This is an optimization exercise on Yosys and OpenROAD, whose aim is small area, a short achievable clock period and few clock cycles per item, not a production implementation.
In this exercise RTL edits were held to simulation tests only and were not proved equivalent to the original.
Power is estimated from default activity; no workload was simulated.

==> flow/design.v <==
module present (
  input               clk,
  input               nrst,
  input               start,
  output logic        eoc,
  input        [63:0] plaintext,
  input       [127:0] key,
  output       [63:0] ciphertext
);
function automatic [3:0] sbox(input [3:0] x);
  case (x)
    4'h0: sbox = 4'hC;  4'h1: sbox = 4'h5;  4'h2: sbox = 4'h6;  4'h3: sbox = 4'hB;
    4'h4: sbox = 4'h9;  4'h5: sbox = 4'h0;  4'h6: sbox = 4'hA;  4'h7: sbox = 4'hD;
    4'h8: sbox = 4'h3;  4'h9: sbox = 4'hE;  4'hA: sbox = 4'hF;  4'hB: sbox = 4'h8;
    4'hC: sbox = 4'h4;  4'hD: sbox = 4'h7;  4'hE: sbox = 4'h1;  default: sbox = 4'h2;
  endcase
endfunction
logic [63:0]  state;
logic [127:0] key_r;
logic [4:0]   round;
logic         busy;
logic [63:0] added, sboxed, permuted;
always_comb begin
  added = state ^ key_r[127:64];
  for (int i = 0; i < 16; i++)
    sboxed[4*i +: 4] = sbox(added[4*i +: 4]);
  for (int i = 0; i < 63; i++)
    permuted[(16*i) % 63] = sboxed[i];
  permuted[63] = sboxed[63];
end
logic [127:0] rotated, next_key;
always_comb begin
  rotated = {key_r[66:0], key_r[127:67]};
  next_key = rotated;
  next_key[127:124] = sbox(rotated[127:124]);
  next_key[123:120] = sbox(rotated[123:120]);
  next_key[66:62] = rotated[66:62] ^ round;
end
always_ff @(posedge clk or negedge nrst)
  if (!nrst) begin
    state <= '0;
    key_r <= '0;
    round <= '0;
    busy  <= 1'b0;
    eoc   <= 1'b0;
  end else begin
    eoc <= 1'b0;
    if (start) begin
      state <= plaintext;
      key_r <= key;
      round <= 5'd1;
      busy  <= 1'b1;
    end else if (busy) begin
      state <= permuted;
      key_r <= next_key;
      round <= round + 5'd1;
      if (round == 5'd31) begin
        busy <= 1'b0;
        eoc  <= 1'b1;
      end
    end
  end
assign ciphertext = state ^ key_r[127:64];
endmodule
module avalon_accel(
  input  clk,
  input  reset_n,
  input         avs_write,
  input  [31:0] avs_writedata,
  output [31:0] avs_readdata,
  input  [4:0]  avs_address,
  output        avm_write,
  output        avm_read,
  input         avm_waitrequest,
  output [31:0] avm_writedata,
  input  [31:0] avm_readdata,
  output [31:0] avm_address,
  output  irq
);
logic[31:0] R[0:7];
wire[3:0][31:0] key_reg  = {R[3],R[2],R[1],R[0]};
wire[31:0]      src_addr_reg = R[4];
wire[31:0]     dest_addr_reg = R[5];
wire[31:0]       num_blk_reg = R[6];
wire[31:0]          ctrl_reg = R[7];
wire start_dma = ctrl_reg;
always_ff@(posedge clk or negedge reset_n)
  if(!reset_n)
    for(int i=0; i<8;i++)
      R[i] <= '0;
  else if(avs_write)
      R[avs_address[4:2]] <= avs_writedata;
assign avs_readdata = R[avs_address[4:2]];
logic start;
logic eoc;
logic [63:0] plaintext;
logic [63:0] ciphertext;
present present_inst (
            .clk(clk),
            .nrst(reset_n),
            .start(start),
            .eoc(eoc),
            .plaintext(plaintext),
            .key(key_reg),
            .ciphertext(ciphertext)
);
enum logic[2:0] { I, R1, R2, C, W1, W2, E } state;
logic[31:0] count;
logic[31:0] src_addr;
logic[31:0] dest_addr;
always_ff@(posedge clk or negedge reset_n)
if(!reset_n)
begin
  state <= I;
  count <= 0;
  start <= 0;
  src_addr <= 0;
  dest_addr <= 0;
  plaintext <= 0;
end
else
  case (state)
  I:  if (start_dma == 1)
      begin
        count <= 0;
        state <= R1;
        src_addr <= src_addr_reg;
        dest_addr <= dest_addr_reg;
      end
      else
        state <= I;
  R1: if (!avm_waitrequest)
      begin
        plaintext[31:0] <= avm_readdata;
        state <= R2;
        src_addr <= src_addr + 4;
        count <= count + 1;
      end
      else
        state <= R1;
  R2: if (!avm_waitrequest)
      begin
        plaintext[63:32] <= avm_readdata;
        state <= C;
        start <= 1;
        src_addr <= src_addr + 4;
      end
      else
        begin
        state <= R2;
        end
  C:  begin
      if (start)
        start <= 0;
      if (eoc)
      begin
        state <= W1;
        plaintext <= ciphertext;  
      end
      else
        state <= C;
      end
  W1: if (!avm_waitrequest)
      begin
        state <= W2;
        dest_addr <= dest_addr + 4;
      end
      else
        state <= W1;
  W2: if (!avm_waitrequest)
      begin
        if (count == num_blk_reg)  
          state <= E;
        else
          state <= R1;
        dest_addr <= dest_addr + 4;
      end
      else
        state <= W2;
  E:  if (ctrl_reg == 0)
        state <= I;
      else
           state <= E;
  default:
      state <= I;
  endcase
assign irq = (state == E)? 1 : 0;
assign avm_read = ((state == R1) || (state == R2))? 1 : 0;
assign avm_address = ((state == R1) || (state == R2))? src_addr : dest_addr;
assign avm_write = ((state == W1) || (state == W2))? 1 : 0;
assign avm_writedata = (state == W1)? plaintext[31:0] : plaintext[63:32];  
endmodule
==> flow/run.sh <==
#!/bin/bash
# synth_recipe.tcl (not shown) runs the flow's synth.tcl, then flattens the netlist and writes it again
# the make line also repeats each setting of config.mk as NAME=value (left out here)
make -C /OpenROAD-flow-scripts/flow DESIGN_CONFIG=/design/flow/config.mk WORK_HOME=/design/flow/orfs CLKGATE_MAP_FILE= SYNTH_SCRIPT=/design/flow/synth_recipe.tcl finish
==> flow/config.mk <==
export PLATFORM = sky130hd
export DESIGN_NAME = avalon_accel
export DESIGN_NICKNAME = avalon_accel
export VERILOG_FILES = /design/flow/design.v
export SDC_FILE = /design/flow/constraint.sdc
export NUM_CORES = 4
export LEC_CHECK = 0
export CAP_MARGIN = 20
export CORE_MARGIN = 2
export CORE_UTILIZATION = 40
export SLEW_MARGIN = 20
==> flow/constraint.sdc <==
create_clock -name core_clock -period 5.0 [get_ports {clk}]
set_input_delay 1.0000 -clock core_clock [delete_from_list [all_inputs] [get_ports {clk}]]
set_output_delay 1.0000 -clock core_clock [all_outputs]
set_load 0.01 [all_outputs]
==> results.cfg <==
[power_and_ir_drop]
seqPwrFrac = 0.341
pwr-share-comb = 0.472
power_switching_share = 0.4139
p_per_area_mw_per_mm2 = 688.2
leakage_uw = 0.01736
switching_power_uw = 11120
p_clk_frac = 0.187
power.internal_uw = 15740
peakVddDrop_mv = 0.5546

[worst_setup_path]
crit_path_start = avs_address[2]
timing.rr.end = dest_addr[30]
r2r_slack_ps = 1740
r2r_cells = 9
cp-start-kind = input pin
r2r_start = state[1]
crit_type = input pin to output pin
cp.arrival_ps = 3350
crit_fanout = 35
cp-end-kind = output pin
crit_end = avs_readdata[19]
required_ps = 4000

[placement]
numPlacedInstances = 4436
dp_hpwl_mm = 78.09
io_buffers = 169
place.gp.congestion = 0.8786

[detailed_routing]
wire_per_inst_um = 23.31
num_vias = 25400
drt-initial-drc-count = 2026
vias_per_cell = 5.574
ant_nets = 0
dr.pass1.iters = 6
routed_wl_mm = 106.2
drc = 0

[sta]
finalHoldViolCount = 0
rsz0062_at_grt = no
max-slew-margin-rel = 0.2670
fin_crit_sh = 0.8692
fin_crit_ps = 4346
fin_skew_ps = 33.02
tightest_slew_ps = 1089
finalMaxSlewViolations = 0
fmax_ghz = 0.2301
tns_ps = 0
finalSetupViolations = 0

[synthesis]
syn_inst = 3285
netlist_area_mm2 = 0.03392
synth.distinct_cells = 68
synth_ff_type = dfrtp_1
syn_area_per_cell_um2 = 10.32
yosysWarnings = 3
yosysSeqAreaShare = 0.4567
synth_top_area_frac = 0.4567
synth_seq_cells = 619
synth_fp_nets = 3453
synth.area.top_cells = dfrtp_1 46%, mux2_2 11%, mux2i_1 6.4%
synth_edf_count = 0
synth_largest_area_cell = dfrtp_1
async_flop_share = 1.000

[grt]
grt_pass1_wl_mm = 159.9
grt_max_degree = 120
antenna_found_initial = 3
grt_overflow = 0
grt_pass1_vias = 24570
track_usage = 0.2431

[floorplanning]
ios = 172
rows = 106
start_util = 0.4046
dieArea_mm2 = 0.08713
die_w_um = 295.2
core-area_mm2 = 0.08382
die_height_um = 295.2

[cts]
postCtsSetupRepairBufs = 0
cts_resized = 0
cts_buffers = 69
numClockSinks = 619
cts_buffer_depth = 3
clockRootBuffer = clkbuf_16
cts_hold_buf = 0
tritoncts = built
cts.clk_slew.worst_paths_ps = 60
h-tree-depth = 3
clk_latency_ps = 630

[final_layout]
final_cell_mix = 617 x dfrtp_1, 458 x nand2_1, 338 x o21ai_0, 320 x mux2_2, 216 x mux2i_1
regMostFlops = R
largest_register_ffs = 256
area_delta_synth_final_pct = 15.08
final_common_cell = dfrtp_1
top_regs = R: 256 flops, present_inst.key_r: 128 flops
final_cell_count_no_fill = 4557
nets = 3541
layout-drive-gt1-share = 0.1681

[job]
drv_cap = 0

[outcome]
status = finished clean

[hold_path]
min_path_type = input pin to async pin
[critical path, stage by stage]
cell and delay [ps]:
buf_4 430, clkinv_1 260, nand3_1 170, buf_4 310
nor2_1 80, a21oi_1 410, clkdlybuf4s50_1 640
[synth_stat cells, types with 29 or more instances]
cell type and number:
a21oi_1 131, buf_1 33, clkbuf_1 159, dfrtp_1 619, ha_1 95, inv_1 93
mux2_2 320, mux2i_1 216, mux4_2 57, nand2_1 460, nand3_1 55, nand4_1 40
nor2_1 153, nor3_1 29, o21ai_0 338, o22ai_1 33, xnor2_1 111
[through the flow]
| step | setup WS [ps] | util | total power, uW | area, um^2 | hold slack [ps] |
|---|---|---|---|---|---|
| 6_report | 653.9 | 0.4656 | 26860 | 39030 | 426.6 |
| 5_1_grt | 554.1 | 0.4655 | 28750 | 39020 | 491.1 |
| 4_1_cts | 665.0 | 0.4655 | 27050 | 39020 | 473.5 |
| 3_5_place_dp | 683.6 | 0.4397 | 21910 | 36860 | 460.5 |
| 3_3_place_gp | 698.0 | 0.4397 | 21630 | 36860 | 455.6 |
| 2_1_floorplan | 1494 | - | 17190 | 33920 | 438.6 |
[power by group through the flow]
stage                     clock (uW)  sequential [uW]  combinational, uW
after global placement             0             9150              12500
after detailed placement           0             9180              12700
after global routing            5330             9360              14100
after floorplan                    0             8010               9190
after CTS                       5110             9100              12800
final                           5030             9150              12700
[per-layer routing]
metal	vias up	part of all wire	GRT usage
li1	11890	-	-
met1	12670	0.48	0.3610
met2	667	0.45	0.3713
met3	163	0.046	0.03195
met4	4	0.029	0.06847
met5	-	0.00022	0
[layout make-up]
cell class              count  area (um^2)
diodes                      3        7.507
clock buffers              99         1959
clock inverters            19        206.4
fillers                  7937        44790
inverters                  95        356.6
multi-input cells        2352        17280
flip-flops and latches    619        15500
well taps                1134         1419
repair buffers            236         2300
[logic make-up (layout without fill, tap and decap cells)]
family                     count (synthesis)  after routing  synth area share
DFF                                      619            619            0.4567
other                                      0              3                 0
and+or+nand+nor                          838            838            0.1092
adders and majority gates                 95             95           0.03505
xor gates and xnor gates                 138            138           0.03564
buffers and inverters                    314            449           0.03575
AOI/OAI and AO/OA                        686            686            0.1191
muxes                                    595            595            0.2085
[how the worst min path moves through the flow]
| stage | from | slack [ps] | to | cells past startpoint |
|---|---|---|---|---|
| after CTS | dest_addr[1] | 470 | dest_addr[1] | 2 |
| final | reset_n | 430 | plaintext[7] | 1 |
| after global placement | dest_addr[1] | 460 | dest_addr[1] | 2 |
| after floorplan | dest_addr[0] | 440 | dest_addr[0] | 2 |
| after detailed placement | dest_addr[1] | 460 | dest_addr[1] | 2 |
| after global routing | reset_n | 490 | plaintext[7] | 1 |
Testbench counts, summed over its fixed seeds: cycles 33,427, blocks 799.

==> separate check: timing with driven ports <==
In the flow no input, the clock included, has a driving cell. The finished layout below was timed again as built, in two steps. Step 1 (the two cells are an assumption about what drives the block):
set clk [get_ports {clk}]
set_driving_cell -lib_cell sky130_fd_sc_hd__clkbuf_16 $clk
set_driving_cell -lib_cell sky130_fd_sc_hd__buf_2 [delete_from_list [all_inputs] $clk]
Step 2 moves the port delays by t, midway between the first and last clock arrival at a register: inputs arrive t later, outputs are due t later. That takes back most of the time a late clock gives input paths. a / b / c = ideal / step 1 / step 2; a / b = the first two.
t (ns): 0.681
setup WS [ns]: 0.654 / 0.612 / 0.612
worst data-port slew with drivers (ns): 0.11
After both steps this run still meets setup and hold. The setup slack of this run moves by -0.042 ns with the drivers and by -0.042 ns with both steps.
